This design comes from an exercise in tuning for small area, a short achievable clock period and few clock cycles on the open sky130 flow, not from production work. At most, simulation tests tie the RTL to the original design; equivalence was not proved. No functional check of the RTL was part of runs 1, 2, 5 and 6. No activity file was given, so power comes from the tool's default toggle rates.

## flow/design.v (module list and top-level ports; edited modules follow where they fit)
// module CVAE_top: 523 lines
// module mul_tree: 2034 lines
module CVAE_top #(
    parameter ADDR_WIDTH = 16,
    parameter DATA_WIDTH = 32
)(
    input wire clk,
    input wire rst_n,
    input wire start,
    output reg finish,
    input wire [DATA_WIDTH-1:0] init_data,
    output reg sram_state_wea,
    output reg [ADDR_WIDTH-1:0] sram_state_addr,
    output wire [DATA_WIDTH-1:0] sram_state_wdata,
    output reg [ADDR_WIDTH-1:0] sram_weight_addr,
    input wire [DATA_WIDTH-1:0] sram_weight_rdata,
    output reg [ADDR_WIDTH-1:0] sram_bias_addr,
    input wire [DATA_WIDTH-1:0] sram_bias_rdata,
    output reg [5:0] seq_lens
);
  // ...
==> flow/flow/run.sh <==
#!/bin/bash
# Standard layout (the standard.sh, all steps unchanged) with a larger
# setup-slack target for the resizer's repair_timing passes, so that it
# works on paths well inside the clock period. The SDC is not touched.
set -euo pipefail
bash standard.sh SETUP_SLACK_MARGIN=8.6 finish > standard_make.log 2>&1
==> flow/standard.sh <==
#!/bin/bash
# synth_recipe.tcl (not shown) runs the flow's synth.tcl, then flattens the netlist and writes it again
# the make line also repeats each setting of config.mk as NAME=value (left out here)
make -C /OpenROAD-flow-scripts/flow DESIGN_CONFIG=/design/flow/config.mk WORK_HOME=/design/flow/orfs CLKGATE_MAP_FILE= SYNTH_SCRIPT=/design/flow/synth_recipe.tcl "${@:-finish}"
==> flow/config.mk <==
export PLATFORM = sky130hd
export DESIGN_NAME = CVAE_top
export DESIGN_NICKNAME = CVAE_top
export VERILOG_FILES = /design/flow/design.v
export SDC_FILE = /design/flow/constraint.sdc
export NUM_CORES = 8
export LEC_CHECK = 0
export CAP_MARGIN = 20
export CORE_MARGIN = 2
export CORE_UTILIZATION = 40
export CTS_CLUSTER_DIAMETER = 60
export CTS_CLUSTER_SIZE = 24
export SLEW_MARGIN = 20
==> flow/constraint.sdc <==
create_clock -name core_clock -period 13.0 [get_ports {clk}]
set_input_delay 2.6000 -clock core_clock [delete_from_list [all_inputs] [get_ports {clk}]]
set_output_delay 2.6000 -clock core_clock [all_outputs]
set_load 0.01 [all_outputs]
==> flow_summary.yaml, run 1 <==
status:
  status: "timing/DRC/antenna clean"
setup_path:
  reg2reg_slack_ps: 8560
  startpoint: "csh[0]"
  crit_path_max_fanout: 15
  crit_type: "flop to flop"
hold_path:
  whs_path_depth: 0
  hold_class: "flop to flop"
yosys:
  avgSynthCellArea_um2: 12.0
  synthSimpleGateAreaFrac_pct: 5.88
timing:
  fin_crit_sh_pct: 34.2
  drv_slew: 0
  max_freq_ghz: 0.225
  slew_headroom_pct: 18.8
  finalSetupViolations: 0
final_layout:
  bufAreaShareNonClock_pct: 3.17
  fillers: 26800
  multi_input_area_share_pct: 34.1
  seq_area_mm2: 0.0688
  clkCellAreaFrac_pct: 5.46
pwr:
  power_mw: 29.7
  switching_share_pct: 35.1
  combinationalPowerShare_pct: 33.5
  ir_drop_uv: 129
route:
  highest_layer: "met5"
  met2_length_mm: 141
  met3_length_mm: 31.1
global_routing:
  grt_pass1_vias: 73200
  busiest_layer: "met2"
clocking:
  cts_buffers: 217
  cts-root-buf: "clkbuf_16"
  insertion_delay_ps: 950
  clk_path_buf_depth: 4
floorplanning:
  boundaryPins: 187
placement:
  io_buffers: 178
==> run 2, diff against run 1 <==
==> flow/flow/run.sh (replaced) <==
#!/bin/bash
# Standard layout (the standard.sh, all steps unchanged) with a larger
# setup-slack target for the resizer's repair_timing passes, so that it
# works on paths well inside the clock period. The SDC is not touched.
set -euo pipefail
bash standard.sh SETUP_SLACK_MARGIN=8.4 finish > standard_make.log 2>&1
==> flow_summary.yaml, run 2 <==
status:
  status: "timing/DRC/antenna clean"
pwr:
  p_leak_nw: 50.8
  power_mw: 29.7
  power.density_mw_per_mm2: 226
  ir_drop_uv: 191
route:
  route.vias.total: 72800
  drtIter0Drc: 6793
  drt-vias-per-instance: 5.26
  drc: 0
  dr.pass1.iters: 8
  antenna_left: 0
  wire_per_inst_um: 23.6
  wl_mm: 327
timing:
  period_minus_slack_ps: 4580
  max_freq_ghz: 0.219
  whs_ps: 280
  rsz0062_at_grt: "yes"
  finalWorstSetupSlack_ps: 8420
  hold_viol_final: 0
  finalSetupViolations: 0
  fin_tns_setup_ps: 0
  drv_slew: 0
  finClkSkew_ps: 72.1
  slew_headroom_pct: 20.1
  fin_crit_sh_pct: 35.2
  worst_slew_pin_slew_ps: 1200
setup_path:
  crit_slowest_cell: "fa_1"
  critPathArrivalTime_ps: 5340
  cp_common_cell: "fa_1"
  critPathCaptureType: "flop"
  required_ps: 13760
  crit_chain: "buf_4, a22oi_1, xor2_1, fa_1, fa_1, fa_1, fa_1, fa_1, inv_1, fa_1"
  crit_type: "flop to flop"
  crit_path_max_fanout: 32
  worst-path-buf-inv: 2
  critPathLaunchType: "flop"
  slowest_delay_ps: 580
  cpLargestDelayFamily: "adder cells"
final_layout:
  area_delta_synth_final_pct: 11.9
  layout-drive-gt1-share_pct: 8.03
  nets: 10700
  stdcell_area_mm2: 0.132
  final_cell_mix: "dfxtp_1 (3054), inv_1 (561), a22oi_1 (559), nand2_1 (503), fa_1 (497)"
  fillers: 26900
  final_common_cell: "dfxtp_1"
  largestRegisters: "ha (1024), hb (1024), xr (608)"
  fin_cells: 13800
  postLayoutCoreUtil_pct: 44.9
global_routing:
  grt_pass1_wl_mm: 480
  grt_antenna_before_repair: 19
  grt_use_total_pct: 21.3
  grt.overflow.total: 0
  grt_max_degree: 66
  grt_pass1_vias: 73000
placement:
  placed_cells: 13500
  dp_slack_ps: 6380
  dpl.hpwl_mm: 217
  place_area_mm2: 0.123
  gp_congestion: 0.918
  io_buffers: 178
yosys:
  ys_warn_count: 1
  ys_top_cells_by_area: "dfxtp_1 (53%), fa_1 (8.5%), edfxtp_1 (5.4%)"
  synth_ff_type: "dfxtp_1"
  synth_edf_count: 210
  synth_common_cells: "dfxtp_1 (3116), inv_1 (561), a22oi_1 (559), nand2_1 (506), fa_1 (498)"
  synth_cell_type_count: 93
  async_reset_ff_share_pct: 0
  synth.most_common_cell: "dfxtp_1"
  yosysTopAreaCellShare_pct: 53.0
  syn_inst: 9819
  yosysSeqAreaShare_pct: 58.4
  avgSynthCellArea_um2: 12.0
  yosysTopAreaCell: "dfxtp_1"
  synth.cell_area_mm2: 0.118
  yosys_register_bits: 3326
clocking:
  clk_path_buf_depth: 4
  cts_buffers: 220
  htree_levels: 4
  cts_tree: "built"
  insertion_delay_ps: 920
  clkSlewWorstSetupHoldPaths_ps: 90
  cts-root-buf: "clkbuf_16"
  clkSinkCount: 3326
floorplanning:
  rows: 199
  dieArea_mm2: 0.299
  core_mm2: 0.293
  die_h_um: 546
  start_util_pct: 40.1
  die_width_um: 546
  boundaryPins: 187
hold_path:
  hold_class: "flop to flop"
job:
  drv_cap: 0
## run 2: what timing repair did
| action | CTS | global route |
|---|---|---|
| hold buffers | 0 | 0 |
| gates cloned | 5 | 4 |
| setup buffers | 17 | 13 |
| pin swaps | 21 | 28 |
| endpoints found under the setup margin | 145 | 99 |
| resized for setup | 86 | 134 |
## run 2: final cells by class
| class | count | area, um^2 | share of cell area, % |
|---|---|---|---|
| clock inverter | 99 | 1460 | 1.11 |
| inverter | 573 | 2170 | 1.65 |
| tap | 3919 | 4900 | 3.72 |
| clock buffer | 241 | 5680 | 4.31 |
| timing repair inverter | 1 | 6.26 | 0.00475 |
| multi-input combinational | 5322 | 45100 | 34.3 |
| antenna | 14 | 35.0 | 0.0266 |
| sequential | 3326 | 68800 | 52.2 |
| timing repair buffer | 354 | 3540 | 2.69 |
## run 2: power breakdown
group	internal, mW	leakage (nW)	total [mW]	switching, mW
clock	3.43	3.45	7.10	3.67
sequential	11.9	27.3	12.6	0.712
combinational	3.85	20.1	9.97	6.13
## run 2: worst paths after layout
kind	startpoint	endpoint	slack [ps]	cells past startpoint
max	Mr[15]	pC[37]	8420	10
min reg2reg	xr[137]	xr[105]	280	0
min	xr[137]	xr[105]	280	0
max reg2reg	Mr[15]	pC[37]	8420	10
## run 2: routing by layer
metal / routed length, um / part of all wire [%] / up-vias / GRT usage, %
met5: 0 / 0 / - / 0
met4: 12200 / 3.7 / 0 / 7.43
met3: 28900 / 8.8 / 741 / 4.73
met2: 140000 / 43 / 3231 / 32.0
met1: 146000 / 45 / 35900 / 30.2
li1: - / - / 32900 / -
## run 2: worst register-to-register path, cell delays in order (launching register included)
cell and delay [ps]:
dfxtp_1 340, buf_4 530, a22oi_1 270, xor2_1 200, fa_1 580, fa_1 470
fa_1 430, fa_1 520, fa_1 560, inv_1 60, fa_1 500
## run 2: logic make-up (layout without fill, tap and decap cells)
kind of cell | count (synthesis) | after routing | synth area share (%)
other | 1 | 22 | 0.00319
muxes | 357 | 357 | 3.54
DFF | 3326 | 3326 | 58.4
and+or+nand+nor | 1462 | 1463 | 5.88
adders and majority gates | 782 | 782 | 11.5
xor gates and xnor gates | 898 | 898 | 6.68
buffers and inverters | 1179 | 1268 | 3.90
AOI/OAI and AO/OA | 1814 | 1814 | 10.2
==> module CVAE_top, before the edit <==
module CVAE_top #(
    parameter ADDR_WIDTH = 16,
    parameter DATA_WIDTH = 32
)(
    input wire clk,
    input wire rst_n,
    input wire start,
    output reg finish,
    input wire [DATA_WIDTH-1:0] init_data,
    output reg sram_state_wea,
    output reg [ADDR_WIDTH-1:0] sram_state_addr,
    output wire [DATA_WIDTH-1:0] sram_state_wdata,
    output reg [ADDR_WIDTH-1:0] sram_weight_addr,
    input wire [DATA_WIDTH-1:0] sram_weight_rdata,
    output reg [ADDR_WIDTH-1:0] sram_bias_addr,
    input wire [DATA_WIDTH-1:0] sram_bias_rdata,
    output reg [5:0] seq_lens
);
    localparam PH_IDLE = 3'd0, PH_LOAD = 3'd1, PH_L2H = 3'd2, PH_NEUR = 3'd3,
               PH_TAIL = 3'd4, PH_CONF = 3'd5, PH_STATE = 3'd6, PH_DONE = 3'd7;
    localparam MS_HOLD = 3'd0, MS_X = 3'd1, MS_HA = 3'd2, MS_HB = 3'd3,
               MS_COR = 3'd5;
    localparam BS_MEM = 2'd0, BS_A = 2'd1, BS_G = 2'd2;
    localparam TG_A = 2'd0, TG_B = 2'd1, TG_H = 2'd2, TG_R = 2'd3;
    reg rst_q;
    always @(posedge clk) rst_q <= rst_n;
    wire rst = !rst_q;
    reg [2:0] phase;
    reg [8:0] cnt;
    reg [4:0] j;
    reg [9:0] jx19;
    reg       cur;           
    reg [4:0] hidx;          
    reg [4:0] xidx;          
    reg [2:0] ts;            
    localparam P_HZ = 4'd0, P_IZ = 4'd1, P_TC = 4'd2, P_HR = 4'd3, P_IR = 4'd4,
               P_ZC = 4'd5, P_HN = 4'd6, P_IN = 4'd7, P_N = 4'd8;
    reg [3:0] part;
    reg [4:0] pcnt;
    reg       pfirst;
    wire      plast = (pcnt == 5'd0);
    reg [1:0] lp;            
    reg [5:0] lq;            
    reg       l2h_on;
    reg       tge2, tge43;
    reg [2:0] gcnt;
    reg       stop;
    reg [3:0] wrow;
    wire [4:0] hidx2 = hidx + 5'd2;
    wire [4:0] hidx4 = hidx + 5'd4;
    reg  [4:0] xidx2;        
    reg [15:0] row;          
    reg        row_x;        
    wire [15:0] row_addr = row + {11'd0, (row_x ? xidx2 : hidx2)};
    reg [19*32-1:0] xr;
    reg [32*32-1:0] ha;
    reg [32*32-1:0] hb;
    wire [31:0] x_head  = xr[31:0];
    wire [31:0] ha_head = ha[31:0];
    wire [31:0] hb_head = hb[31:0];
    wire [31:0] cur_head = cur ? hb_head : ha_head;
    reg [31:0] A, B, G, H;
    reg        o_valid;
    reg [2:0]  o_ms;
    reg [1:0]  o_bs;
    reg        o_bias;
    reg [1:0]  o_tg;
    reg        o_clr;
    reg        o_cun;     
    reg        o_gzm;     
    reg        o_clu;     
    reg        o_clt;     
    reg        o_hdn;     
    reg        o_rdn;     
    reg        o_cmp;     
    reg [15:0] o_wa;
    reg [15:0] o_ba;
    wire [2:0] ms_cur = cur ? MS_HB : MS_HA;
    wire [2:0] ms_new = cur ? MS_HA : MS_HB;
    always @(*) begin
        o_valid = 1'b0; o_ms = MS_HOLD; o_bs = BS_MEM; o_bias = 1'b0;
        o_tg = TG_A; o_clr = 1'b0; o_cun = 1'b0; o_gzm = 1'b0;
        o_clu = 1'b0; o_clt = 1'b0; o_hdn = 1'b0; o_rdn = 1'b0; o_cmp = 1'b0;
        o_wa = 16'd0; o_ba = 16'd0;
        case (phase)
        PH_L2H: begin
            if (l2h_on) begin
                if (lq == 6'd0) begin
                    o_ms = MS_HB;
                end else begin
                    o_valid = 1'b1; o_tg = TG_R; o_clr = (lp == 2'd0); o_bias = (lp == 2'd0);
                    o_wa = {(11'd1347 + {6'd0, hidx4}), lp};
                    o_ba = 16'd207 + {11'd0, hidx4};
                end
            end
        end
        PH_NEUR: begin
            o_valid = 1'b1;
            case (part)
            P_HZ: begin
                o_ms = ms_cur; o_tg = TG_A; o_clr = pfirst; o_bias = pfirst;
                o_wa = row_addr; o_ba = 16'd160 + {11'd0, j};
            end
            P_IZ: begin
                o_ms = MS_X; o_tg = TG_A; o_bias = pfirst; o_clu = plast;
                o_wa = row_addr; o_ba = 16'd64 + {11'd0, j};
            end
            P_TC: begin                          
                o_valid = (j != 5'd0);
                o_ms = MS_COR; o_bs = BS_G; o_tg = TG_H; o_hdn = (j != 5'd0);
            end
            P_HR: begin
                o_ms = ms_cur; o_tg = TG_A; o_clr = pfirst; o_bias = pfirst;
                o_wa = row_addr; o_ba = 16'd128 + {11'd0, j};
            end
            P_IR: begin
                o_ms = MS_X; o_tg = TG_A; o_bias = pfirst; o_clu = plast;
                o_wa = row_addr; o_ba = 16'd32 + {11'd0, j};
            end
            P_ZC: begin                          
                o_ms = MS_COR; o_bs = BS_G; o_tg = TG_H; o_clr = 1'b1; o_gzm = 1'b1;
            end
            P_HN: begin
                o_ms = ms_cur; o_tg = TG_A; o_clr = pfirst; o_bias = pfirst;
                o_wa = row_addr; o_ba = 16'd96 + {11'd0, j};
            end
            P_IN: begin
                o_ms = MS_X; o_tg = TG_B; o_clr = pfirst; o_bias = pfirst;
                o_wa = row_addr; o_ba = {11'd0, j};
            end
            default: begin                       
                o_ms = MS_COR; o_cun = 1'b1; o_bs = BS_A; o_tg = TG_B; o_clt = 1'b1;
            end
            endcase
        end
        PH_TAIL: begin
            case (ts)
            3'd0, 3'd2: if (tge2 && xidx2 == 5'd13) begin
                o_valid = 1'b1; o_ms = MS_X; o_tg = ts[1] ? TG_B : TG_A; o_clr = 1'b1; o_bias = 1'b1;
                o_wa = row_addr; o_ba = ts[1] ? 16'd206 : 16'd205;
            end
            3'd1, 3'd3: begin
                o_valid = 1'b1; o_ms = MS_X; o_tg = ts[1] ? TG_B : TG_A;
                o_wa = row_addr;
            end
            3'd4: if (tge43) begin
                o_valid = 1'b1; o_ms = MS_COR; o_bs = BS_G; o_tg = TG_H; o_hdn = 1'b1;
            end
            default: ;
            endcase
        end
        PH_CONF: begin
            o_valid = 1'b1; o_ms = ms_new;
            o_tg = cnt[5] ? TG_B : TG_A;
            o_wa = row_addr;
            o_cmp = (cnt == 9'd63);
        end
        PH_STATE: begin
            o_valid = 1'b1; o_ms = ms_new;
            o_tg = cnt[5] ? TG_A : TG_B;
            o_clr = (cnt[4:0] == 5'd0); o_bias = (cnt[4:0] == 5'd0);
            o_wa = row_addr;
            o_ba = 16'd192 + {12'd0, cnt[8:5]};
            o_rdn = (cnt[4:0] == 5'd31);
        end
        default: ;
        endcase
    end
    reg hpend; reg [4:0] hslot;
    reg xpend; reg [3:0] xslot; reg xsrc;
    wire h_ins = hpend && (hidx == hslot);
    wire x_ins = xpend && ({1'b0, xslot} == xidx);
    reg        t1_valid, t2_valid, t3_valid;
    reg [2:0]  t1_ms, t2_ms;
    reg [1:0]  t1_bs, t2_bs;
    reg        t1_bias, t2_bias;
    reg [1:0]  t1_tg, t2_tg, t3_tg;
    reg        t1_clr, t2_clr, t3_clr;
    reg        t1_cun, t2_cun;
    reg        t4_sa, t4_sb, t4_sh, t4_sr;       
    reg        t4_wa, t4_wb, t4_wh, t4_wr;       
    reg        t1_gzm, t2_gzm, t3_gzm;
    reg [4:0]  t1_ev, t2_ev, t3_ev, t4_ev, t5_ev;    
    always @(posedge clk) begin
        if (rst) begin
            t1_valid <= 1'b0; t2_valid <= 1'b0; t3_valid <= 1'b0;
            t1_ev <= 5'd0; t2_ev <= 5'd0; t3_ev <= 5'd0; t4_ev <= 5'd0; t5_ev <= 5'd0;
            t1_gzm <= 1'b0; t2_gzm <= 1'b0; t3_gzm <= 1'b0;
            t1_ms <= MS_HOLD; t2_ms <= MS_HOLD;
        end else begin
            t1_valid <= o_valid; t2_valid <= t1_valid; t3_valid <= t2_valid;
            t1_ev <= {o_cmp, o_rdn, o_hdn, o_clt, o_clu};
            t2_ev <= t1_ev; t3_ev <= t2_ev; t4_ev <= t3_ev; t5_ev <= t4_ev;
            t1_gzm <= o_gzm; t2_gzm <= t1_gzm; t3_gzm <= t2_gzm;
            t1_ms <= o_ms; t2_ms <= t1_ms;
        end
        t1_bs <= o_bs; t2_bs <= t1_bs;
        t1_bias <= o_bias; t2_bias <= t1_bias;
        t1_tg <= o_tg; t2_tg <= t1_tg; t3_tg <= t2_tg;
        t1_clr <= o_clr; t2_clr <= t1_clr; t3_clr <= t2_clr;
        t1_cun <= o_cun; t2_cun <= t1_cun;
        t4_sa <= !t3_clr && t3_tg == TG_A;
        t4_sb <= !t3_clr && t3_tg == TG_B;
        t4_sh <= !t3_clr && t3_tg == TG_H;
        t4_sr <= !t3_clr && t3_tg == TG_R;
        t4_wa <= t3_valid && t3_tg == TG_A;
        t4_wb <= t3_valid && t3_tg == TG_B;
        t4_wh <= t3_valid && t3_tg == TG_H;
        t4_wr <= t3_valid && t3_tg == TG_R;
    end
    reg [31:0] cx, cy, cz;
    reg [5:0]  cstep;       
    reg        ctanh;
    wire [23:0] c_t24  = cz[23:0];
    wire [31:0] zm_val = {24'h010000 - cz[23:0], 8'd0};
    reg [32:0] Mr;
    reg [15:0] bneg, bone, btwo;
    reg [31:0] biasr;
    reg [31:0] bsrc;
    always @(*) begin
        bsrc = ({32{t2_bs == BS_MEM}} & sram_weight_rdata) | ({32{t2_bs == BS_A}} & A) |
               ({32{t2_bs == BS_G}} & G);
    end
    wire [32:0] bsx = {bsrc, 1'b0};
    integer bi;
    always @(posedge clk) begin
        Mr <= ({33{t2_ms == MS_X}} & {x_head[31], x_head}) |
              ({33{t2_ms == MS_HA}} & {ha_head[31], ha_head}) |
              ({33{t2_ms == MS_HB}} & {hb_head[31], hb_head}) |
              ({33{t2_ms == MS_COR}} & {(~t2_cun & c_t24[23]), c_t24, 8'd0}) |
              ({33{t2_ms == MS_HOLD}} & Mr);
        for (bi = 0; bi < 16; bi = bi + 1) begin
            bneg[bi] <= bsx[2*bi+2];
            bone[bi] <= bsx[2*bi+1] ^ bsx[2*bi];
            btwo[bi] <= (bsx[2*bi+2] & ~bsx[2*bi+1] & ~bsx[2*bi]) | (~bsx[2*bi+2] & bsx[2*bi+1] & bsx[2*bi]);
        end
        biasr <= t2_bias ? sram_bias_rdata : 32'd0;
    end
    wire [55:0] tS, tC;
    mul_tree mt (.m(Mr), .neg(bneg), .one(bone), .two(btwo), .bias(biasr), .S(tS), .C(tC));
    wire [16:0] plo16 = {1'b0, tS[15:0]} + {1'b0, tC[15:0]};
    reg [55:16] pS, pC;
    reg         pc16;
    always @(posedge clk) begin
        pS <= tS[55:16];
        pC <= tC[55:16];
        pc16 <= plo16[16];
    end
    wire [31:0] acc_in = ({32{t4_sa}} & A) | ({32{t4_sb}} & B) | ({32{t4_sh}} & H) |
                         ({32{t4_sr}} & ha_head);
    wire [9:0] plo = {1'b0, pS[23:16], 1'b1} + {1'b0, pC[23:16], pc16};
    wire [31:0] q_s = acc_in ^ pS[55:24] ^ pC[55:24];
    wire [31:0] q_c = (acc_in & pS[55:24]) | (acc_in & pC[55:24]) | (pS[55:24] & pC[55:24]);
    wire [31:0] acc_out = q_s + {q_c[30:0], plo[9]};
    wire w_ring = t4_wr;
    always @(posedge clk) begin
        if (t4_wa) A <= acc_out;
        if (t4_wb) B <= acc_out;
        if (t4_wh) H <= acc_out;
    end
    wire g_cap = (phase == PH_NEUR) && ((part == P_HR && pcnt < 5'd30) || part == P_IR) && (hidx == j);
    always @(posedge clk) begin
        if (t3_gzm) G <= zm_val;
        else if (g_cap) G <= cur_head;
    end
    wire ld_x = (phase == PH_LOAD) && (cnt < 9'd19);
    wire ld_z = (phase == PH_LOAD) && (cnt >= 9'd19);
    wire [31:0] x_tail = ld_x ? init_data : x_ins ? (xsrc ? A : B) : x_head;
    wire [31:0] ha_tail = w_ring ? acc_out : (h_ins && cur) ? H : ha_head;
    wire [31:0] hb_tail = ld_z ? init_data : (h_ins && !cur) ? H : hb_head;
    always @(posedge clk) begin
        xr <= {x_tail, xr[19*32-1:32]};
        ha <= {ha_tail, ha[32*32-1:32]};
        hb <= {hb_tail, hb[32*32-1:32]};
    end
    assign sram_state_wdata = xr[19*32-1:18*32];
    function [37:0] cctl;    
        input [5:0] st;
        input tnh;
        reg [4:0] sh; reg [18:0] cn; reg [2:0] cl;
        begin
            sh = 5'd0; cn = 19'd0; cl = 3'd0;
            case (st)
                6'd1: begin cn = 19'd386121; cl = 3'd1; end
                6'd2: begin cn = 19'd204353; cl = 3'd1; end
                6'd3: begin cn = 19'd112524; cl = 3'd1; end
                6'd4: begin cn = 19'd63763;  cl = 3'd1; end
                6'd5: begin sh = 5'd1;  cn = 19'd35999; cl = 3'd2; end
                6'd6: begin sh = 5'd2;  cn = 19'd16738; cl = 3'd2; end
                6'd7: begin sh = 5'd3;  cn = 19'd8235;  cl = 3'd2; end
                6'd8: begin sh = 5'd4;  cn = 19'd4101;  cl = 3'd2; end
                6'd9: begin sh = 5'd4;  cn = 19'd4101;  cl = 3'd2; end
                6'd10: begin sh = 5'd5;  cn = 19'd2048; cl = 3'd2; end
                6'd11: begin sh = 5'd6;  cn = 19'd1024; cl = 3'd2; end
                6'd12: begin sh = 5'd7;  cn = 19'd512;  cl = 3'd2; end
                6'd13: begin sh = 5'd8;  cn = 19'd256;  cl = 3'd2; end
                6'd14: begin sh = 5'd9;  cn = 19'd128;  cl = 3'd2; end
                6'd15: begin sh = 5'd10; cn = 19'd64;   cl = 3'd2; end
                6'd16: begin sh = 5'd11; cn = 19'd32;   cl = 3'd2; end
                6'd17: begin sh = 5'd12; cn = 19'd16;   cl = 3'd2; end
                6'd18: begin sh = 5'd13; cn = 19'd8;    cl = 3'd2; end
                6'd19: begin sh = 5'd13; cn = 19'd8;    cl = 3'd2; end
                6'd20: begin sh = 5'd14; cn = 19'd4;    cl = 3'd2; end
                6'd21: begin sh = 5'd15; cn = 19'd2;    cl = 3'd2; end
                6'd22, 6'd23: begin cl = 3'd3; end
                default: if (st >= 6'd24 && st <= 6'd40) begin
                    cn = (tnh ? 19'd131072 : 19'd65536) >> (st[4:0] - 5'd24);
                    cl = 3'd4;
                end
            endcase
            cctl = {11'd0, sh, cn, cl};
        end
    endfunction
    reg [4:0]  csh;
    reg [18:0] ccon;
    reg [2:0]  ccl;       
    reg [2:0]  cdsr;      
    wire c_ld_u = t5_ev[0];
    wire c_ld_t = t5_ev[1];
    wire [37:0] cnext = cctl((c_ld_u || c_ld_t) ? 6'd1 : cstep + 6'd1, ctanh);
    wire cdz = cz[31];
    wire cdy = cy[31];
    reg c_np, c_rot, c_vec, c_x22;       
    wire       cx_sub = c_rot & cdz;
    wire       cy_sub = (c_rot & cdz) | (~c_rot & ~cdy);
    wire [31:0] csx = $signed(cx ^ {32{cy_sub}}) >>> csh;
    wire [31:0] csy = $signed(cy ^ {32{cx_sub}}) >>> csh;
    wire [32:0] cx_add_w = {cx, 1'b1} + {csy, cx_sub};
    wire [31:0] cx_add = cx_add_w[32:1];
    wire [32:0] cy_add_w = {cy, 1'b1} + {csx, cy_sub};
    wire [31:0] cy_add = cy_add_w[32:1];
    wire       cz_sub = (c_vec & (cdy ^ ctanh)) | (~c_vec & ~cdz);
    wire [32:0] cz_add_w = {cz, 1'b1} + {(cz_sub ? ~{13'd0, ccon} : {13'd0, ccon}), cz_sub};
    wire [31:0] cz_add = cz_add_w[32:1];
    reg [63:0] cnp;
    always @(*) begin
        case ({cdsr, cdz})
            4'd0:  cnp = {32'h5c52a2a0, 32'h5c52a2a0};
            4'd1:  cnp = {32'he89e173e, 32'he89e1738};
            4'd2:  cnp = {32'h092bf4c5, 32'h092bf4b1};
            4'd3:  cnp = {32'h014f6c61, 32'h014f6bd3};
            4'd4:  cnp = {32'h008e7130, 32'h008e6fe1};
            4'd5:  cnp = {32'h00145dce, 32'h001454a1};
            4'd6:  cnp = {32'h0004ac95, 32'h000483f8};
            4'd7:  cnp = {32'h00013631, 32'h000019e2};
            4'd8:  cnp = {32'h00013634, 32'hffffe620};
            4'd9:  cnp = {32'h0004ac96, 32'hfffb7c08};
            4'd10: cnp = {32'h00145dce, 32'hffebab5e};
            4'd11: cnp = {32'h008e7130, 32'hff71901e};
            4'd12: cnp = {32'h014f6c61, 32'hfeb0942c};
            4'd13: cnp = {32'h092bf4c5, 32'hf6d40b4e};
            4'd14: cnp = {32'he89e173d, 32'h1761e8c7};
            default: cnp = {32'h5c52a29d, 32'ha3ad5d63};
        endcase
    end
    wire [31:0] c_src = c_ld_t ? B : A;
    wire [31:0] c_d   = {{8{c_src[31]}}, c_src[31:8]};
    always @(posedge clk) begin
        if (rst) begin
            cstep <= 6'd0;
        end else if (c_ld_u || c_ld_t) begin
            cstep <= 6'd1;
        end else if (cstep != 6'd0) begin
            cstep <= (cstep == 6'd40) ? 6'd0 : cstep + 6'd1;
        end
        csh <= cnext[26:22];
        cx <= c_np ? cnp[63:32] : c_vec ? {cx[31], cx[31:1]} : cx_add;
        cy <= c_np ? cnp[31:0] : c_x22 ? 32'd65536 : cy_add;
        ccon <= cnext[21:3];
        ccl <= cnext[2:0];
        c_np  <= (cnext[2:0] == 3'd1);
        c_rot <= (cnext[2:0] == 3'd2);
        c_x22 <= (cnext[2:0] == 3'd3);
        c_vec <= (cnext[2:0] == 3'd4);
        if (c_ld_u || c_ld_t) begin
            cz <= c_ld_t ? {c_d[30:0], 1'b0} : (~c_d + 32'd1);
            ctanh <= c_ld_t;
        end else if (cstep != 6'd0) begin
            if (c_np) cdsr <= {cdsr[1:0], cdz};
            cz <= c_x22 ? {15'd0, ctanh, 16'd0} : cz_add;
        end
    end
    always @(posedge clk) begin
        sram_weight_addr <= o_wa;
        sram_bias_addr <= o_ba;
    end
    always @(posedge clk) begin
        if (rst) begin
            phase <= PH_IDLE; cnt <= 9'd0; j <= 5'd0; jx19 <= 10'd0; cur <= 1'b0;
            ts <= 3'd0; gcnt <= 3'd0; stop <= 1'b0; wrow <= 4'd0;
            l2h_on <= 1'b0; part <= P_HZ; pcnt <= 5'd31; pfirst <= 1'b1;
            hpend <= 1'b0; xpend <= 1'b0;
            finish <= 1'b0; sram_state_wea <= 1'b0; seq_lens <= 6'd0;
            hidx <= 5'd0; xidx <= 5'd0; xidx2 <= 5'd2;
        end else begin
            if (phase == PH_IDLE) begin
                hidx <= 5'd0; xidx <= 5'd0; xidx2 <= 5'd2;
            end else begin
                hidx <= hidx + 5'd1;
                xidx <= (xidx == 5'd18) ? 5'd0 : xidx + 5'd1;
                xidx2 <= (xidx2 == 5'd18) ? 5'd0 : xidx2 + 5'd1;
            end
            if (t5_ev[2]) begin
                hpend <= 1'b1;
                hslot <= (phase == PH_TAIL) ? j : j - 5'd1;
            end else if (h_ins) hpend <= 1'b0;
            sram_state_wea <= x_ins;
            if (sram_state_wea) sram_state_addr <= sram_state_addr + 16'd1;
            if (t5_ev[3]) begin
                xpend <= 1'b1;
            end else if (x_ins) begin
                xpend <= 1'b0;
                xslot <= xslot + 4'd1;
                xsrc <= ~xsrc;
                wrow <= wrow + 4'd1;
            end
            if (t5_ev[4]) begin
                stop <= ($signed(A) < $signed(B));
                seq_lens <= seq_lens + 6'd1;
            end
            case (phase)
            PH_IDLE: begin
                cnt <= 9'd0;
                sram_state_addr <= 16'd13;
                if (start) phase <= PH_LOAD;
            end
            PH_LOAD: begin
                cnt <= cnt + 9'd1;
                if (cnt == 9'd22) begin phase <= PH_L2H; cnt <= 9'd0; end
            end
            PH_L2H: begin
                cnt <= cnt + 9'd1;
                row <= {11'd121, 5'd0}; row_x <= 1'b0;
                part <= P_HZ; pcnt <= 5'd31; pfirst <= 1'b1;
                if (cnt == 9'd25) begin l2h_on <= 1'b1; lp <= 2'd0; lq <= 6'd0; end
                if (l2h_on) begin
                    lq <= (lq == 6'd32) ? 6'd0 : lq + 6'd1;
                    if (lq == 6'd32) begin
                        lp <= lp + 2'd1;
                        if (lp == 2'd3) l2h_on <= 1'b0;
                    end
                end
                if (cnt == 9'd159) begin
                    phase <= PH_NEUR; cnt <= 9'd0; j <= 5'd0; jx19 <= 10'd0; cur <= 1'b0;
                end
            end
            PH_NEUR: begin
                pcnt <= pcnt - 5'd1;
                pfirst <= 1'b0;
                if (plast) begin
                    pfirst <= 1'b1;
                    case (part)
                    P_HZ: begin part <= P_IZ; pcnt <= 5'd18; row <= 16'd1216 + {6'd0, jx19}; row_x <= 1'b1; end
                    P_IZ: begin part <= P_TC; pcnt <= 5'd0; row <= {(11'd89 + {6'd0, j}), 5'd0}; row_x <= 1'b0; end
                    P_TC: begin part <= P_HR; pcnt <= 5'd31; end
                    P_HR: begin part <= P_IR; pcnt <= 5'd18; row <= 16'd608 + {6'd0, jx19}; row_x <= 1'b1; end
                    P_IR: begin part <= P_ZC; pcnt <= 5'd0; row <= {(11'd57 + {6'd0, j}), 5'd0}; row_x <= 1'b0; end
                    P_ZC: begin part <= P_HN; pcnt <= 5'd31; end
                    P_HN: begin part <= P_IN; pcnt <= 5'd18; row <= {6'd0, jx19}; row_x <= 1'b1; end
                    P_IN: begin part <= P_N; pcnt <= 5'd0;
                          row <= (j == 5'd31) ? 16'd5331 : {(11'd122 + {6'd0, j}), 5'd0}; row_x <= (j == 5'd31); end
                    default: begin
                        part <= P_HZ; pcnt <= 5'd31;
                        cnt <= 9'd0;
                        tge2 <= 1'b0; tge43 <= 1'b0;
                        if (j == 5'd31) begin
                            phase <= PH_TAIL; ts <= 3'd0;
                        end else begin
                            j <= j + 5'd1; jx19 <= jx19 + 10'd19;
                        end
                    end
                    endcase
                end
            end
            PH_TAIL: begin
                cnt <= cnt + 9'd1;
                if (cnt == 9'd1) tge2 <= 1'b1;
                if (cnt == 9'd42) tge43 <= 1'b1;
                case (ts)
                3'd0, 3'd2: if (cnt >= 9'd2 && xidx2 == 5'd13) begin ts <= ts + 3'd1; gcnt <= 3'd1; end
                3'd1, 3'd3: begin
                    gcnt <= gcnt + 3'd1;
                    if (gcnt == 3'd5) begin ts <= ts + 3'd1; row <= 16'd5369; end
                end
                3'd4: if (cnt >= 9'd43) begin ts <= 3'd5; gcnt <= 3'd0; end
                3'd5: if (gcnt != 3'd7) gcnt <= gcnt + 3'd1;
                      else if (!hpend) begin
                    phase <= PH_CONF; cnt <= 9'd0; row <= 16'd5312; row_x <= 1'b0;
                end
                default: ;
                endcase
            end
            PH_CONF: begin
                cnt <= cnt + 9'd1;
                if (cnt == 9'd31) row <= 16'd5350;
                if (cnt == 9'd63) row <= {11'd153, 5'd0};
                if (cnt == 9'd63) begin
                    phase <= PH_STATE; cnt <= 9'd0;
                    wrow <= 4'd0; xslot <= 4'd0; xsrc <= 1'b0;
                end
            end
            PH_STATE: begin
                cnt <= cnt + 9'd1;
                if (cnt[4:0] == 5'd31) row <= row + 16'd32;
                if (cnt == 9'd415) begin
                    row <= {11'd121, 5'd0};
                    cnt <= 9'd0;
                    part <= P_HZ; pcnt <= 5'd31; pfirst <= 1'b1;
                    if (stop) begin
                        phase <= PH_DONE;
                    end else begin
                        phase <= PH_NEUR; j <= 5'd0; jx19 <= 10'd0; cur <= ~cur;
                    end
                end
            end
            PH_DONE: begin
                if (wrow == 4'd13) finish <= 1'b1;
            end
            default: phase <= PH_IDLE;
            endcase
        end
    end
endmodule
==> run 3, diff against run 2 <==
--- a/flow/design.v
+++ b/flow/design.v
@@ -19,7 +19,7 @@
     localparam PH_IDLE = 3'd0, PH_LOAD = 3'd1, PH_L2H = 3'd2, PH_NEUR = 3'd3,
                PH_TAIL = 3'd4, PH_CONF = 3'd5, PH_STATE = 3'd6, PH_DONE = 3'd7;
     localparam MS_HOLD = 3'd0, MS_X = 3'd1, MS_HA = 3'd2, MS_HB = 3'd3,
-               MS_COR = 3'd5;
+               MS_COR = 3'd5, MS_H = 3'd6;
     localparam BS_MEM = 2'd0, BS_A = 2'd1, BS_G = 2'd2;
     localparam TG_A = 2'd0, TG_B = 2'd1, TG_H = 2'd2, TG_R = 2'd3;
     reg rst_q;
@@ -150,13 +150,13 @@
             endcase
         end
         PH_CONF: begin
-            o_valid = 1'b1; o_ms = ms_new;
+            o_valid = 1'b1; o_ms = (hidx2 == 5'd31) ? MS_H : ms_new;
             o_tg = cnt[5] ? TG_B : TG_A;
             o_wa = row_addr;
             o_cmp = (cnt == 9'd63);
         end
         PH_STATE: begin
-            o_valid = 1'b1; o_ms = ms_new;
+            o_valid = 1'b1; o_ms = (hidx2 == 5'd31) ? MS_H : ms_new;
             o_tg = cnt[5] ? TG_A : TG_B;
             o_clr = (cnt[4:0] == 5'd0); o_bias = (cnt[4:0] == 5'd0);
             o_wa = row_addr;
@@ -228,6 +228,7 @@
               ({33{t2_ms == MS_HA}} & {ha_head[31], ha_head}) |
               ({33{t2_ms == MS_HB}} & {hb_head[31], hb_head}) |
               ({33{t2_ms == MS_COR}} & {(~t2_cun & c_t24[23]), c_t24, 8'd0}) |
+              ({33{t2_ms == MS_H}} & {H[31], H}) |
               ({33{t2_ms == MS_HOLD}} & Mr);
         for (bi = 0; bi < 16; bi = bi + 1) begin
             bneg[bi] <= bsx[2*bi+2];
@@ -402,7 +403,7 @@
             end
             if (t5_ev[2]) begin
                 hpend <= 1'b1;
-                hslot <= (phase == PH_TAIL) ? j : j - 5'd1;
+                hslot <= (phase == PH_NEUR) ? j - 5'd1 : 5'd31;
             end else if (h_ins) hpend <= 1'b0;
             sram_state_wea <= x_ins;
             if (sram_state_wea) sram_state_addr <= sram_state_addr + 16'd1;
@@ -451,7 +452,7 @@
                     pfirst <= 1'b1;
                     case (part)
                     P_HZ: begin part <= P_IZ; pcnt <= 5'd18; row <= 16'd1216 + {6'd0, jx19}; row_x <= 1'b1; end
-                    P_IZ: begin part <= P_TC; pcnt <= 5'd0; row <= {(11'd89 + {6'd0, j}), 5'd0}; row_x <= 1'b0; end
+                    P_IZ: begin part <= (j == 5'd0) ? P_HR : P_TC; pcnt <= (j == 5'd0) ? 5'd31 : 5'd0; row <= {(11'd89 + {6'd0, j}), 5'd0}; row_x <= 1'b0; end
                     P_TC: begin part <= P_HR; pcnt <= 5'd31; end
                     P_HR: begin part <= P_IR; pcnt <= 5'd18; row <= 16'd608 + {6'd0, jx19}; row_x <= 1'b1; end
                     P_IR: begin part <= P_ZC; pcnt <= 5'd0; row <= {(11'd57 + {6'd0, j}), 5'd0}; row_x <= 1'b0; end
@@ -483,8 +484,8 @@
                     if (gcnt == 3'd5) begin ts <= ts + 3'd1; row <= 16'd5369; end
                 end
                 3'd4: if (cnt >= 9'd43) begin ts <= 3'd5; gcnt <= 3'd0; end
-                3'd5: if (gcnt != 3'd7) gcnt <= gcnt + 3'd1;
-                      else if (!hpend) begin
+                3'd5: if (gcnt != 3'd2) gcnt <= gcnt + 3'd1;
+                      else begin
                     phase <= PH_CONF; cnt <= 9'd0; row <= 16'd5312; row_x <= 1'b0;
                 end
                 default: ;
==> flow/flow/run.sh (replaced) <==
#!/bin/bash
# Standard layout (the standard.sh, all steps unchanged) with a larger
# setup-slack target for the resizer's repair_timing passes, so that it
# works on paths well inside the clock period. The SDC is not touched.
set -euo pipefail
bash standard.sh SETUP_SLACK_MARGIN=8.6 finish > standard_make.log 2>&1
--- a/flow/config.mk
+++ b/flow/config.mk
@@ -7,7 +7,8 @@
 export LEC_CHECK = 0
 export CAP_MARGIN = 20
 export CORE_MARGIN = 2
-export CORE_UTILIZATION = 40
+export CORE_UTILIZATION = 55
 export CTS_CLUSTER_DIAMETER = 60
 export CTS_CLUSTER_SIZE = 24
+export PLACE_DENSITY = 0.75
 export SLEW_MARGIN = 20
==> flow_summary.yaml, run 3 <==
route:
  drtIter0Drc: 8719
  drc: 0
  drt-vias-per-instance: 5.87
  route.vias.total: 74600
  antenna_left: 0
  wl_mm: 333
  dr.pass1.iters: 7
  wire_per_inst_um: 26.1
pwr:
  power_mw: 31.0
  ir_drop_uv: 217
  power.density_mw_per_mm2: 238
  p_leak_nw: 51.0
timing:
  drv_slew: 0
  max_freq_ghz: 0.223
  whs_ps: 250
  rsz0062_at_grt: "yes"
  worst_slew_pin_slew_ps: 1280
  fin_tns_setup_ps: 0
  finClkSkew_ps: 111
  hold_viol_final: 0
  period_minus_slack_ps: 4480
  finalSetupViolations: 0
  slew_headroom_pct: 14.8
  fin_crit_sh_pct: 34.5
yosys:
  synth.cell_area_mm2: 0.118
  yosysTopAreaCell: "dfxtp_1"
  ys_top_cells_by_area: "dfxtp_1 (53%), fa_1 (8.5%), edfxtp_1 (5.4%)"
  ys_warn_count: 1
  async_reset_ff_share_pct: 0
  synth_ff_type: "dfxtp_1"
  syn_inst: 9838
  yosysTopAreaCellShare_pct: 53.1
  synth_common_cells: "dfxtp_1 (3116), a22oi_1 (601), inv_1 (564), fa_1 (498), clkbuf_1 (494)"
  avgSynthCellArea_um2: 12.0
  synth_edf_count: 210
  yosysSeqAreaShare_pct: 58.4
  yosys_register_bits: 3326
  synth_cell_type_count: 86
  synth.most_common_cell: "dfxtp_1"
final_layout:
  final_cell_mix: "dfxtp_1 (3038), a22oi_1 (601), inv_1 (564), fa_1 (496), nand2_1 (485)"
  seq_area_mm2: 0.0688
  fillers: 16400
  largestRegisters: "ha (1024), hb (1024), xr (608)"
  final_common_cell: "dfxtp_1"
  layout-drive-gt1-share_pct: 7.95
  multiInputGateArea_mm2: 0.0452
  area_delta_synth_final_pct: 10.7
  nets: 10700
  fin_cells: 12700
placement:
  gp_congestion: 0.953
  io_buffers: 178
  dpl.hpwl_mm: 215
  placed_cells: 12400
floorplanning:
  die_h_um: 466
  core_mm2: 0.212
  boundaryPins: 187
  dieArea_mm2: 0.218
  start_util_pct: 55.4
  die_width_um: 466
  rows: 169
setup_path:
  worst-path-buf-inv: 1
  cp_common_cell: "nand2_1"
  crit_chain: "a22o_1, a221oi_1, fa_1, inv_1, ha_1, nand2_1, nor3_1, nor2b_1, o21a_1, o41ai_4, xnor2_2, nand2_1, o21ai_0"
  critPathLaunchType: "flop"
  required_ps: 13760
  critPathCaptureType: "flop"
  cp.depth: 13
  critPathArrivalTime_ps: 5240
  slowest_delay_ps: 820
  crit_type: "flop to flop"
  reg2reg_slack_ps: 8520
  crit-reg2reg-launch: "A[26]"
  reg2regPathDepth: 13
  r2r-end: "ha[1021]"
  cpLargestDelayFamily: "compound AO/OA/AOI/OAI gates"
  crit_path_max_fanout: 7
  crit_slowest_cell: "a221oi_1"
clocking:
  clkSinkCount: 3326
  cts_tree: "built"
  clkSlewWorstSetupHoldPaths_ps: 90
  cts_buffers: 198
  cts-root-buf: "clkbuf_16"
  cts_hold_buf: 0
  clk_path_buf_depth: 3
  htree_levels: 4
  insertion_delay_ps: 930
global_routing:
  grt.overflow.total: 0
  grt_antenna_before_repair: 35
  grt_pass1_wl_mm: 486
  grt_max_degree: 71
  grt_use_total_pct: 29.9
  grt_pass1_vias: 76100
hold_path:
  whs_path_depth: 0
  min_to: "ha[238]"
  holdCritStartpoint: "ha[270]"
  hold_class: "flop to flop"
job:
  drv_cap: 0
status:
  status: "timing/DRC/antenna clean"
-- run 3: cell types whose count changed after synthesis, sizes merged, moves of 12 or more --
| cell | before | now |
|---|---|---|
| a22oi | 559 | 602 |
| mux2i | 278 | 239 |
| nand3 | 95 | 124 |
| clkbuf | 472 | 494 |
| mux2 | 35 | 13 |
| nand2 | 506 | 487 |
| a21o | 74 | 90 |
| nand2b | 49 | 34 |
| xor2 | 462 | 477 |
| nor3 | 66 | 80 |
| o22ai | 58 | 44 |
| a31oi | 29 | 41 |
| xnor2 | 436 | 424 |
-- run 3: worst max path at each step --
stage,start,endpoint,slack (ps)
4_1_cts,cz[31],cy[27],8420
2_1_floorplan,csh[0],cy[27],8600
3_5_place_dp,cz[31],cy[27],6620
3_3_place_gp,cz[31],cy[27],6510
6_report,A[26],ha[1021],8520
5_1_grt,cz[31],cy[27],8500
-- run 3: per-layer routing --
layer	up-vias	GRT usage, %	part of all wire [%]
li1	32900	-	-
met1	36300	39.3	39
met2	4268	46.3	44
met3	1127	8.08	11
met4	14	13.9	5.5
met5	-	0	0.023
-- run 3: logic make-up after synthesis --
logic type	Yosys count	share of synthesized area, %
simple gates	1450	5.70
compound gates	1876	10.5
buf+inv	1196	3.95
mux	304	3.15
xor+xnor	901	6.71
flops	3326	58.4
other cells	1	0.00319
fa+ha+maj	784	11.5
-- run 3: cell type report --
class,count,area share [%]
inverters,576,1.71
repair inverters,1,0.00865
repair buffers,371,2.99
flip-flops and latches,3326,52.9
clock inverters,85,1.09
multi-input cells,5324,34.7
well taps,2821,2.71
diodes,10,0.0192
clock buffers,212,3.85
-- run 3: timing repair --
| action | CTS | global route |
|---|---|---|
| cloned | 5 | 8 |
| hold endpoints to repair | 0 | 0 |
| endpoints found under the setup margin | 275 | 111 |
| gates resized for setup | 196 | 188 |
| setup buffers | 15 | 38 |
| pin swaps | 10 | 25 |
-- run 3: report_power, final --
group	leakage [nW]	internal, mW	total (mW)	switching (mW)
Sequential	27.3	12.0	12.8	0.787
Clock	3.09	2.98	6.63	3.65
Combinational	20.6	4.57	11.6	7.01
-- run 3: through the flow --
step / util [%] / worst slack, ps / instance area, um^2
after detailed placement: 57.3 / 6620 / 122000
after global routing: 61.3 / 8500 / 130000
after floorplan: - / 8600 / 118000
final: 61.3 / 8520 / 130000
after CTS: 60.7 / 8420 / 129000
after global placement: 57.3 / 6510 / 122000
-- run 3: worst reg2reg max path: stages, from the launching register on --
cell and delay [ps]:
edfxtp_1 560, a22o_1 260, a221oi_1 820, fa_1 560, inv_1 70, ha_1 340
nand2_1 130, nor3_1 280, nor2b_1 190, o21a_1 290, o41ai_4 130, xnor2_2 390
nand2_1 90, o21ai_0 240
Testbench counts of run 3, summed over its fixed seeds: cycles 9,131,180.
==> run 4, diff against run 3 <==
--- a/flow/config.mk
+++ b/flow/config.mk
@@ -7,8 +7,7 @@
 export LEC_CHECK = 0
 export CAP_MARGIN = 20
 export CORE_MARGIN = 2
-export CORE_UTILIZATION = 55
+export CORE_UTILIZATION = 40
 export CTS_CLUSTER_DIAMETER = 60
 export CTS_CLUSTER_SIZE = 24
-export PLACE_DENSITY = 0.75
 export SLEW_MARGIN = 20
==> flow_summary.yaml, run 4 <==
status:
  status: "timing/DRC/antenna clean"
route:
  met2_length_mm: 141
  highest_layer: "met5"
  drtIter0Drc: 7258
  drt-vias-per-instance: 5.25
  route.vias.total: 72800
  dr.pass1.iters: 7
  wire_per_inst_um: 23.8
  antenna_left: 0
  wl_met1_mm: 145
  met3_length_mm: 30.2
  drc: 0
  wl_mm: 331
clocking:
  clkSlewWorstSetupHoldPaths_ps: 80
  cts-root-buf: "clkbuf_16"
  cts_tree: "built"
  htree_levels: 4
  clkSinkCount: 3326
  insertion_delay_ps: 940
  cts_buffers: 213
  clk_path_buf_depth: 4
  cts_hold_buf: 0
yosys:
  ys_top_cells_by_area: "dfxtp_1 (53%), fa_1 (8.5%), edfxtp_1 (5.4%)"
  synth_cell_type_count: 86
  synth_edf_count: 210
  synth_common_cells: "dfxtp_1 (3116), a22oi_1 (601), inv_1 (564), fa_1 (498), clkbuf_1 (494)"
  syn_inst: 9838
  synth.cell_area_mm2: 0.118
  yosysTopAreaCellShare_pct: 53.1
  yosys_register_bits: 3326
  yosysSeqAreaShare_pct: 58.4
  yosysTopAreaCell: "dfxtp_1"
  async_reset_ff_share_pct: 0
  ys_warn_count: 1
  avgSynthCellArea_um2: 12.0
  synth.most_common_cell: "dfxtp_1"
  synth_ff_type: "dfxtp_1"
timing:
  finClkSkew_ps: 128
  rsz0062_at_grt: "yes"
  drv_slew: 0
  finalSetupViolations: 0
  worst_slew_pin_slew_ps: 1210
  fin_tns_setup_ps: 0
  fin_crit_sh_pct: 34.0
  period_minus_slack_ps: 4420
  max_freq_ghz: 0.226
  hold_viol_final: 0
  slew_headroom_pct: 17.0
setup_path:
  crit-reg2reg-launch: "csh[0]"
  critPathArrivalTime_ps: 5290
  required_ps: 13870
  reg2regPathDepth: 17
  critPathCaptureType: "flop"
  crit_path_max_fanout: 6
  crit_type: "flop to flop"
  critPathLaunchType: "flop"
  r2r-end: "cy[27]"
  reg2reg_slack_ps: 8580
global_routing:
  grt.overflow.total: 0
  grt_use_total_pct: 21.6
  grt_pass1_wl_mm: 484
  grt_max_degree: 71
  grt_pass1_vias: 73100
  grt_antenna_before_repair: 23
placement:
  dpl.hpwl_mm: 223
  io_buffers: 178
  gp_congestion: 0.945
floorplanning:
  dieArea_mm2: 0.298
  die_width_um: 546
  die_h_um: 546
  start_util_pct: 40.1
  rows: 199
  boundaryPins: 187
  core_mm2: 0.293
pwr:
  power.density_mw_per_mm2: 238
  p_leak_nw: 51.5
  ir_drop_uv: 194
final_layout:
  final_common_cell: "dfxtp_1"
  postLayoutCoreUtil_pct: 45.1
  largestRegisters: "ha (1024), hb (1024), xr (608)"
  area_delta_synth_final_pct: 12.6
  layout-drive-gt1-share_pct: 8.94
  nets: 10700
  final_cell_mix: "dfxtp_1 (3040), a22oi_1 (601), inv_1 (563), fa_1 (494), nand2_1 (485)"
hold_path:
  hold_class: "flop to flop"
  holdCritStartpoint: "ha[142]"
  whs_path_depth: 0
  min_to: "ha[110]"
job:
  drv_cap: 0
-- run 4: changes by cell type in the layout (fill, tap and decap cells not counted), moves of 10 or more --
| cell | delta |
|---|---|
| mux2i_2 | +13 |
| buf_4 | +16 |
| inv_6 | +10 |
| clkbuf_16 | +14 |
| mux2i_1 | -13 |
| xnor2_2 | +13 |
| buf_6 | +14 |
-- run 4: cell families after synthesis --
logic type	share of synthesized area, %
buffers and inverters	3.95
AOI/OAI and AO/OA	10.5
and+or+nand+nor	5.70
DFF	58.4
muxes	3.15
other	0.00319
xor gates and xnor gates	6.71
adders and majority gates	11.5
-- run 4: cell type report --
cell class	count	area, um^2
sequential	3326	68800
clock inverter	112	1730
antenna	9	22.5
clock buffer	223	5410
tap	3919	4900
multi-input combinational	5323	45300
inverter	576	2190
timing repair buffer	394	3980
fill	26900	161000
-- run 4: per-layer routing --
metal,GRT usage [%],up-vias
met5,0,-
met1,30.1,35600
met2,32.3,3401
met4,8.85,2
li1,-,33000
met3,4.93,830
-- run 4: worst max-delay path by stage --
stage,from,to,slack (ps)
final,csh[0],cy[27],8580
after global routing,csh[0],cy[27],8460
after CTS,csh[0],cy[27],8440
after detailed placement,csh[0],cy[27],7080
after global placement,csh[0],cy[27],7100
after floorplan,csh[0],cy[27],8600
-- run 4: what timing repair did --
action,in CTS,in global routing
setup buffers,22,46
gates cloned,4,6
setup endpoints to repair,246,107
resized for setup,197,232
pin swaps,17,51
-- run 4: stage by stage --
step	hold WS, ps	power (mW)	setup WS (ps)	instance area (um^2)	instances
5_1_grt	289	33.3	8460	132000	13900
4_1_cts	275	30.8	8440	131000	13800
6_report	301	31.4	8580	132000	13900
2_1_floorplan	310	19.7	8600	118000	9845
3_5_place_dp	312	23.3	7080	123000	13500
3_3_place_gp	309	23.4	7100	123000	13500
-- run 4: worst max-delay path: stages (launching register included) --
cell and delay [ps]:
dfxtp_4 440, buf_16 150, mux4_2 530, xnor2_2 230
mux2i_1 130, nand2_1 110, o21a_1 160, inv_1 70
fa_2 360, nand3b_1 250, a31oi_4 280, o221ai_4 160
o211ai_1 250, nand3_2 190, nor3_4 210, o22ai_2 110
or4b_2 640, nand3_1 80
-- run 4: power by group --
part	switching (mW)	leakage [nW]	internal, mW
clock	3.77	3.43	3.28
sequential	0.720	27.3	12.0
combinational	7.01	20.7	4.68
total	11.5	51.5	19.9
==> run 5, diff against run 4 <==
--- a/flow/design.v
+++ b/flow/design.v
@@ -322,17 +322,6 @@
     wire cdz = cz[31];
     wire cdy = cy[31];
     reg c_np, c_rot, c_vec, c_x22;       
-    wire       cx_sub = c_rot & cdz;
-    wire       cy_sub = (c_rot & cdz) | (~c_rot & ~cdy);
-    wire [31:0] csx = $signed(cx ^ {32{cy_sub}}) >>> csh;
-    wire [31:0] csy = $signed(cy ^ {32{cx_sub}}) >>> csh;
-    wire [32:0] cx_add_w = {cx, 1'b1} + {csy, cx_sub};
-    wire [31:0] cx_add = cx_add_w[32:1];
-    wire [32:0] cy_add_w = {cy, 1'b1} + {csx, cy_sub};
-    wire [31:0] cy_add = cy_add_w[32:1];
-    wire       cz_sub = (c_vec & (cdy ^ ctanh)) | (~c_vec & ~cdz);
-    wire [32:0] cz_add_w = {cz, 1'b1} + {(cz_sub ? ~{13'd0, ccon} : {13'd0, ccon}), cz_sub};
-    wire [31:0] cz_add = cz_add_w[32:1];
     reg [63:0] cnp;
     always @(*) begin
         case ({cdsr, cdz})
@@ -354,6 +343,21 @@
             default: cnp = {32'h5c52a29d, 32'ha3ad5d63};
         endcase
     end
+    wire       cx_sub = c_rot & cdz;
+    wire       cx_en  = c_rot | c_x22;
+    wire       cy_sub = (c_rot & cdz) | (c_vec & ~cdy);
+    wire       cy_en  = c_rot | c_vec;
+    wire [31:0] csx = $signed((cx ^ {32{cy_sub}}) & {32{cy_en}}) >>> csh;
+    wire [31:0] csy = $signed((cy ^ {32{cx_sub}}) & {32{cx_en}}) >>> csh;
+    wire [31:0] cx_a = c_np ? cnp[63:32] : cx;
+    wire [31:0] cy_a = c_np ? cnp[31:0] : c_x22 ? 32'd65536 : cy;
+    wire [32:0] cx_add_w = {cx_a, 1'b1} + {csy, cx_sub};
+    wire [31:0] cx_add = cx_add_w[32:1];
+    wire [32:0] cy_add_w = {cy_a, 1'b1} + {csx, cy_sub};
+    wire [31:0] cy_add = cy_add_w[32:1];
+    wire       cz_sub = (c_vec & (cdy ^ ctanh)) | (~c_vec & ~cdz);
+    wire [32:0] cz_add_w = {cz, 1'b1} + {(cz_sub ? ~{13'd0, ccon} : {13'd0, ccon}), cz_sub};
+    wire [31:0] cz_add = cz_add_w[32:1];
     wire [31:0] c_src = c_ld_t ? B : A;
     wire [31:0] c_d   = {{8{c_src[31]}}, c_src[31:8]};
     always @(posedge clk) begin
@@ -365,8 +369,8 @@
             cstep <= (cstep == 6'd40) ? 6'd0 : cstep + 6'd1;
         end
         csh <= cnext[26:22];
-        cx <= c_np ? cnp[63:32] : c_vec ? {cx[31], cx[31:1]} : cx_add;
-        cy <= c_np ? cnp[31:0] : c_x22 ? 32'd65536 : cy_add;
+        cx <= c_vec ? {cx[31], cx[31:1]} : cx_add;
+        cy <= cy_add;
         ccon <= cnext[21:3];
         ccl <= cnext[2:0];
         c_np  <= (cnext[2:0] == 3'd1);
==> flow/flow/run.sh (replaced) <==
#!/bin/bash
# Standard layout (the standard.sh, all steps unchanged) with a larger
# setup-slack target for the resizer's repair_timing passes, so that it
# works on paths well inside the clock period. The SDC is not touched.
set -euo pipefail
bash standard.sh SETUP_SLACK_MARGIN=8.8 finish > standard_make.log 2>&1
==> flow_summary.yaml, run 5 <==
global_routing:
  grt.overflow.total: 0
  grt_pass1_vias: 75800
  grt_antenna_before_repair: 47
  grt_max_degree: 70
  grt_use_total_pct: 23.5
  grt_pass1_wl_mm: 521
floorplanning:
  core_mm2: 0.292
  boundaryPins: 187
  rows: 198
  die_width_um: 546
  start_util_pct: 40.3
  die_h_um: 546
  dieArea_mm2: 0.298
hold_path:
  holdCritStartpoint: "hb[93]"
  hold_class: "flop to flop"
setup_path:
  cpLargestDelayFamily: "compound AO/OA/AOI/OAI gates"
  critPathCaptureType: "flop"
  startpoint: "cz[31]"
  worst-path-buf-inv: 4
  required_ps: 13620
  cp_common_cell: "a21oi_2"
  crit-reg2reg-launch: "cz[31]"
  crit_chain: "buf_12, nand2_8, buf_4, o21ai_4, buf_6, nor2_2, a21oi_2, nand2_1, o21ai_2, mux4_2, inv_2, ha_4, and3_4, a31oi_2, o21a_1, o31ai_4, a211oi_2, a21oi_2, a221o_1, a2111oi_2, o21ai_1, xnor2_1"
  slowest_delay_ps: 520
  crit_type: "flop to flop"
  crit_path_max_fanout: 7
  critPathArrivalTime_ps: 5200
  critPathLaunchType: "flop"
  crit_slowest_cell: "mux4_2"
yosys:
  synth_ff_type: "dfxtp_1"
  ys_top_cells_by_area: "dfxtp_1 (53%), fa_1 (8.5%), edfxtp_1 (5.4%)"
  avgSynthCellArea_um2: 11.8
  synth_common_cells: "dfxtp_1 (3116), a22oi_1 (600), inv_1 (590), nand2_1 (577), clkbuf_1 (508)"
  syn_inst: 9995
  synth_edf_count: 210
  ys_warn_count: 1
  synth.cell_area_mm2: 0.117
  yosysSeqAreaShare_pct: 58.5
  async_reset_ff_share_pct: 0
  yosys_register_bits: 3326
  synth.most_common_cell: "dfxtp_1"
  yosysTopAreaCell: "dfxtp_1"
  synth_cell_type_count: 91
  yosysTopAreaCellShare_pct: 53.1
timing:
  hold_viol_final: 0
  fin_crit_sh_pct: 35.2
  period_minus_slack_ps: 4580
  slew_headroom_pct: 25.0
  drv_slew: 0
  finalSetupViolations: 0
  rsz0062_at_grt: "yes"
  worst_slew_pin_slew_ps: 1110
  fin_tns_setup_ps: 0
  max_freq_ghz: 0.218
  finClkSkew_ps: 114
pwr:
  ir_drop_uv: 145
  p_leak_nw: 53.2
  power_mw: 28.6
  power.density_mw_per_mm2: 209
final_layout:
  final_common_cell: "dfxtp_1"
  area_delta_synth_final_pct: 16.3
  layout-drive-gt1-share_pct: 13.3
  largestRegisters: "ha (1024), hb (1024), xr (608)"
  final_cell_mix: "dfxtp_1 (3016), inv_1 (575), nand2_1 (561), a22oi_1 (559), fa_1 (463)"
  nets: 11100
  fin_cells: 14300
clocking:
  clk_path_buf_depth: 4
  cts_hold_buf: 0
  cts_buffers: 223
  htree_levels: 4
  clkSlewWorstSetupHoldPaths_ps: 90
  insertion_delay_ps: 960
  cts-root-buf: "clkbuf_16"
  cts_tree: "built"
  clkSinkCount: 3326
route:
  antenna_left: 0
  drc: 0
  route.vias.total: 76500
  wl_mm: 369
  drtIter0Drc: 8644
  dr.pass1.iters: 7
  drt-vias-per-instance: 5.36
  wire_per_inst_um: 25.9
job:
  drv_cap: 0
placement:
  placed_cells: 13600
  io_buffers: 178
  gp_congestion: 0.949
  dpl.hpwl_mm: 238
status:
  status: "timing/DRC/antenna clean"
## run 5: changes by cell type after synthesis, moves of 26 or more
cell	previous run	this run
xnor2_1	424	386
mux4_2	52	13
mux2i_1	239	266
nor2_1	402	439
nand2_1	487	577
inv_1	564	590
o21ai_0	393	440
## run 5: per-stage QoR
step                      cell area (um^2)  hold WS (ps)  utilization (%)  worst slack (ps)
after detailed placement            123000           312             42.1              7180
after global routing                137000           244             46.9              8210
after CTS                           134000           246             45.8              8520
after global placement              123000           309             42.1              7180
final                               137000           265             46.9              8420
after floorplan                     118000           310                -              8700
## run 5: where the power goes
group	internal, mW	total (mW)	switching (mW)
clock network	3.52	7.37	3.85
registers	11.9	12.7	0.755
logic	3.33	8.60	5.27
total	18.7	28.6	9.88
## run 5: logic make-up (layout without fill, tap and decap cells)
family	after synthesis	in the layout	synth area share (%)
other cells	1	43	0.00319
simple gates	1590	1591	6.19
flops	3326	3326	58.5
mux	290	290	2.62
xor+xnor	855	855	6.38
compound gates	1941	1943	10.9
buf+inv	1220	1550	4.04
fa+ha+maj	772	772	11.4
## run 5: worst paths after layout
path / end / slack [ps] / cells after the start
max: cx[31] / 8420 / 22
min: hb[61] / 260 / 0
max reg2reg: cx[31] / 8420 / 22
min reg2reg: hb[61] / 260 / 0
## run 5: timing repair
item                                   CTS  global route
setup endpoints to repair              296           149
setup buffers                          135           109
endpoints found under the hold margin    0             0
pin swaps                               93           151
cloned                                  21            21
resized for setup                      672           390
## run 5: cell type report
type / instances / area, um^2
multi-input cells: 5459 / 46200
inverters: 597 / 2280
clock buffers: 236 / 5690
fillers: 26300 / 155000
well taps: 3900 / 4880
repair buffers: 591 / 6630
diodes: 35 / 87.6
flip-flops and latches: 3326 / 68900
clock inverters: 124 / 1930
repair inverters: 2 / 15.0
## run 5: metal layers
| layer | global-route usage, % | vias to the layer above | wire length (um) | part of all wire (%) |
|---|---|---|---|---|
| met3 | 6.14 | 1149 | 39200 | 11 |
| met4 | 12.9 | 18 | 24400 | 6.6 |
| met1 | 31.1 | 37400 | 151000 | 41 |
| li1 | - | 33900 | - | - |
| met5 | 0 | - | 126 | 0.034 |
| met2 | 35.1 | 4153 | 155000 | 42 |
## run 5: worst reg2reg max path, stage by stage, from the launching register on
cell and delay, ps:
edfxtp_1 430, buf_12 170, nand2_8 130, buf_4 140
o21ai_4 100, buf_6 170, nor2_2 110, a21oi_2 50
nand2_1 100, o21ai_2 80, mux4_2 520, inv_2 100
ha_4 220, and3_4 180, a31oi_2 170, o21a_1 200
o31ai_4 100, a211oi_2 350, a21oi_2 120, a221o_1 360
a2111oi_2 290, o21ai_1 120, xnor2_1 140
==> run 6, diff against run 5 <==
==> flow/flow/run.sh (replaced) <==
#!/bin/bash
# Standard layout (the standard.sh, all steps unchanged) with a larger
# setup-slack target for the resizer's repair_timing passes, so that it
# works on paths well inside the clock period. The SDC is not touched.
set -euo pipefail
bash standard.sh SETUP_SLACK_MARGIN=9.0 finish > standard_make.log 2>&1
--- a/flow/config.mk
+++ b/flow/config.mk
@@ -11,3 +11,4 @@
 export CTS_CLUSTER_DIAMETER = 60
 export CTS_CLUSTER_SIZE = 24
 export SLEW_MARGIN = 20
+export TNS_END_PERCENT = 10
==> flow_summary.yaml, run 6 <==
timing:
  fin_tns_setup_ps: 0
  slew_headroom_pct: 9.99
  fin_crit_sh_pct: 34.1
  finClkSkew_ps: 121
  finalSetupViolations: 0
  period_minus_slack_ps: 4440
  drv_slew: 0
  rsz0062_at_grt: "yes"
  hold_viol_final: 0
pwr:
  p_leak_nw: 52.5
  power_mw: 27.9
clocking:
  cts_tree: "built"
  htree_levels: 4
  clkSlewWorstSetupHoldPaths_ps: 90
  cts_hold_buf: 0
  clkSinkCount: 3326
  cts_buffers: 205
route:
  drtIter0Drc: 8352
  dr.pass1.iters: 8
  wire_per_inst_um: 24.8
  drc: 0
  route.vias.total: 75500
  antenna_left: 0
  wl_mm: 351
yosys:
  synth_common_cells: "dfxtp_1 (3116), a22oi_1 (600), inv_1 (590), nand2_1 (577), clkbuf_1 (508)"
  synth_ff_type: "dfxtp_1"
  yosysTopAreaCellShare_pct: 53.1
  yosysTopAreaCell: "dfxtp_1"
  synthAdderAreaFrac_pct: 11.4
  synth_cell_type_count: 91
  synth_compound_area_share_pct: 10.9
  avgSynthCellArea_um2: 11.8
  synthSimpleGateAreaFrac_pct: 6.19
  ys_warn_count: 1
  yosys_register_bits: 3326
  syn_inst: 9995
  synth.most_common_cell: "dfxtp_1"
  synth.cell_area_mm2: 0.117
global_routing:
  grtUsageMet2_pct: 32.8
  grt_pass1_vias: 74600
  grt.overflow.total: 0
  grtUsageMet3_pct: 5.36
  busiest_layer: "met2"
  grt_max_degree: 76
  grt_antenna_before_repair: 34
  grt_use_total_pct: 22.1
floorplanning:
  dieArea_mm2: 0.298
  core_mm2: 0.292
  die_width_um: 546
  boundaryPins: 187
  rows: 198
setup_path:
  crit-reg2reg-launch: "csh[0]"
  critPathLaunchType: "flop"
  reg2regPathDepth: 22
  reg2reg_slack_ps: 8560
  critPathCaptureType: "flop"
  startpoint: "csh[0]"
  endpoint: "cx[31]"
  critPathArrivalTime_ps: 5080
  crit_path_max_fanout: 12
  required_ps: 13640
  r2r-end: "cx[31]"
placement:
  io_buffers: 178
final_layout:
  largestRegisters: "ha (1024), hb (1024), xr (608)"
  nets: 11000
  final_common_cell: "dfxtp_1"
  final_cell_mix: "dfxtp_1 (3031), a22oi_1 (586), inv_1 (582), nand2_1 (572), fa_1 (489)"
  fillers: 26600
job:
  drv_cap: 0
hold_path:
  holdCritStartpoint: "xr[426]"
status:
  status: "timing/DRC/antenna clean"
-- run 6: cell counts after synthesis --
Identical to the previous run, type by type.
-- run 6: metrics by stage --
step                      std cells  area [um^2]  util, %  setup WS, ps  hold slack (ps)
final                         14200       134000     46.1          8560              262
after global routing          14100       134000     46.1          8400              228
after detailed placement      13600       123000     42.2          7080              312
after global placement        13600       123000     42.2          7010              310
after CTS                     14000       132000     45.1          8620              235
after floorplan               10000       118000        -          8940              310
-- run 6: critical path, stage by stage (launching register included) --
cell and delay [ps]:
dfxtp_4 470, buf_12 140, buf_16 160, buf_12 130, mux2i_2 220, nand2_1 70
o21ai_1 100, mux2i_1 140, buf_4 160, o21ai_2 160, nand2_1 70, o21ai_0 120
ha_1 290, and3_4 170, a31oi_1 190, o21a_1 210, o31ai_4 110, a211oi_2 300
a21oi_2 100, a221o_1 390, a2111oi_2 220, o21ai_1 140, xnor2_1 140
-- run 6: cell families (layout without fill, tap and decap cells) --
logic type	after synthesis	count (layout)
adder cells (fa/ha/maj)	772	772
multiplexers	290	290
flip-flops	3326	3326
AND/OR/NAND/NOR	1590	1590
buffers and inverters	1220	1454
XOR/XNOR	855	855
AO/OA/AOI/OAI	1941	1943
other	1	23
-- run 6: worst min path at each step --
stage	depth (start not counted)	endpoint	slack, ps
floorplan	0	ha[0]	310
global placement	0	hb[374]	310
finish	0	xr[394]	260
detailed placement	0	ha[3]	310
CTS	0	xr[394]	240
global route	0	xr[394]	230
-- run 6: routing by layer --
| layer | wire length, um | up-vias |
|---|---|---|
| met5 | 223 | - |
| met4 | 20000 | 16 |
| met3 | 36200 | 950 |
| met2 | 147000 | 3669 |
| met1 | 148000 | 37200 |
| li1 | - | 33700 |
-- run 6: final cells by class --
type / count / area, um^2 / share of cell area, %
Timing Repair inverter: 1 / 7.51 / 0.00559
Clock buffer: 227 / 5390 / 4.01
Antenna cell: 15 / 37.5 / 0.0279
Multi-Input combinational cell: 5458 / 45400 / 33.8
Clock inverter: 87 / 1360 / 1.01
Tap cell: 3900 / 4880 / 3.63
Sequential cell: 3326 / 68900 / 51.3
Inverter: 597 / 2250 / 1.68
Timing Repair Buffer: 542 / 6160 / 4.58
-- run 6: power breakdown --
part / switching (mW) / leakage (nW) / internal (mW) / total (mW)
Combinational: 5.13 / 22.0 / 3.22 / 8.35
Sequential: 0.770 / 27.3 / 11.9 / 12.7
Clock: 3.62 / 3.27 / 3.22 / 6.84
Total: 9.53 / 52.5 / 18.3 / 27.9
-- run 6: repair_timing --
action                     CTS  global route
setup endpoints to repair  307           284
gates cloned                11            27
buffers inserted            98            90
resized for setup          340           349
pin swaps                   88            64
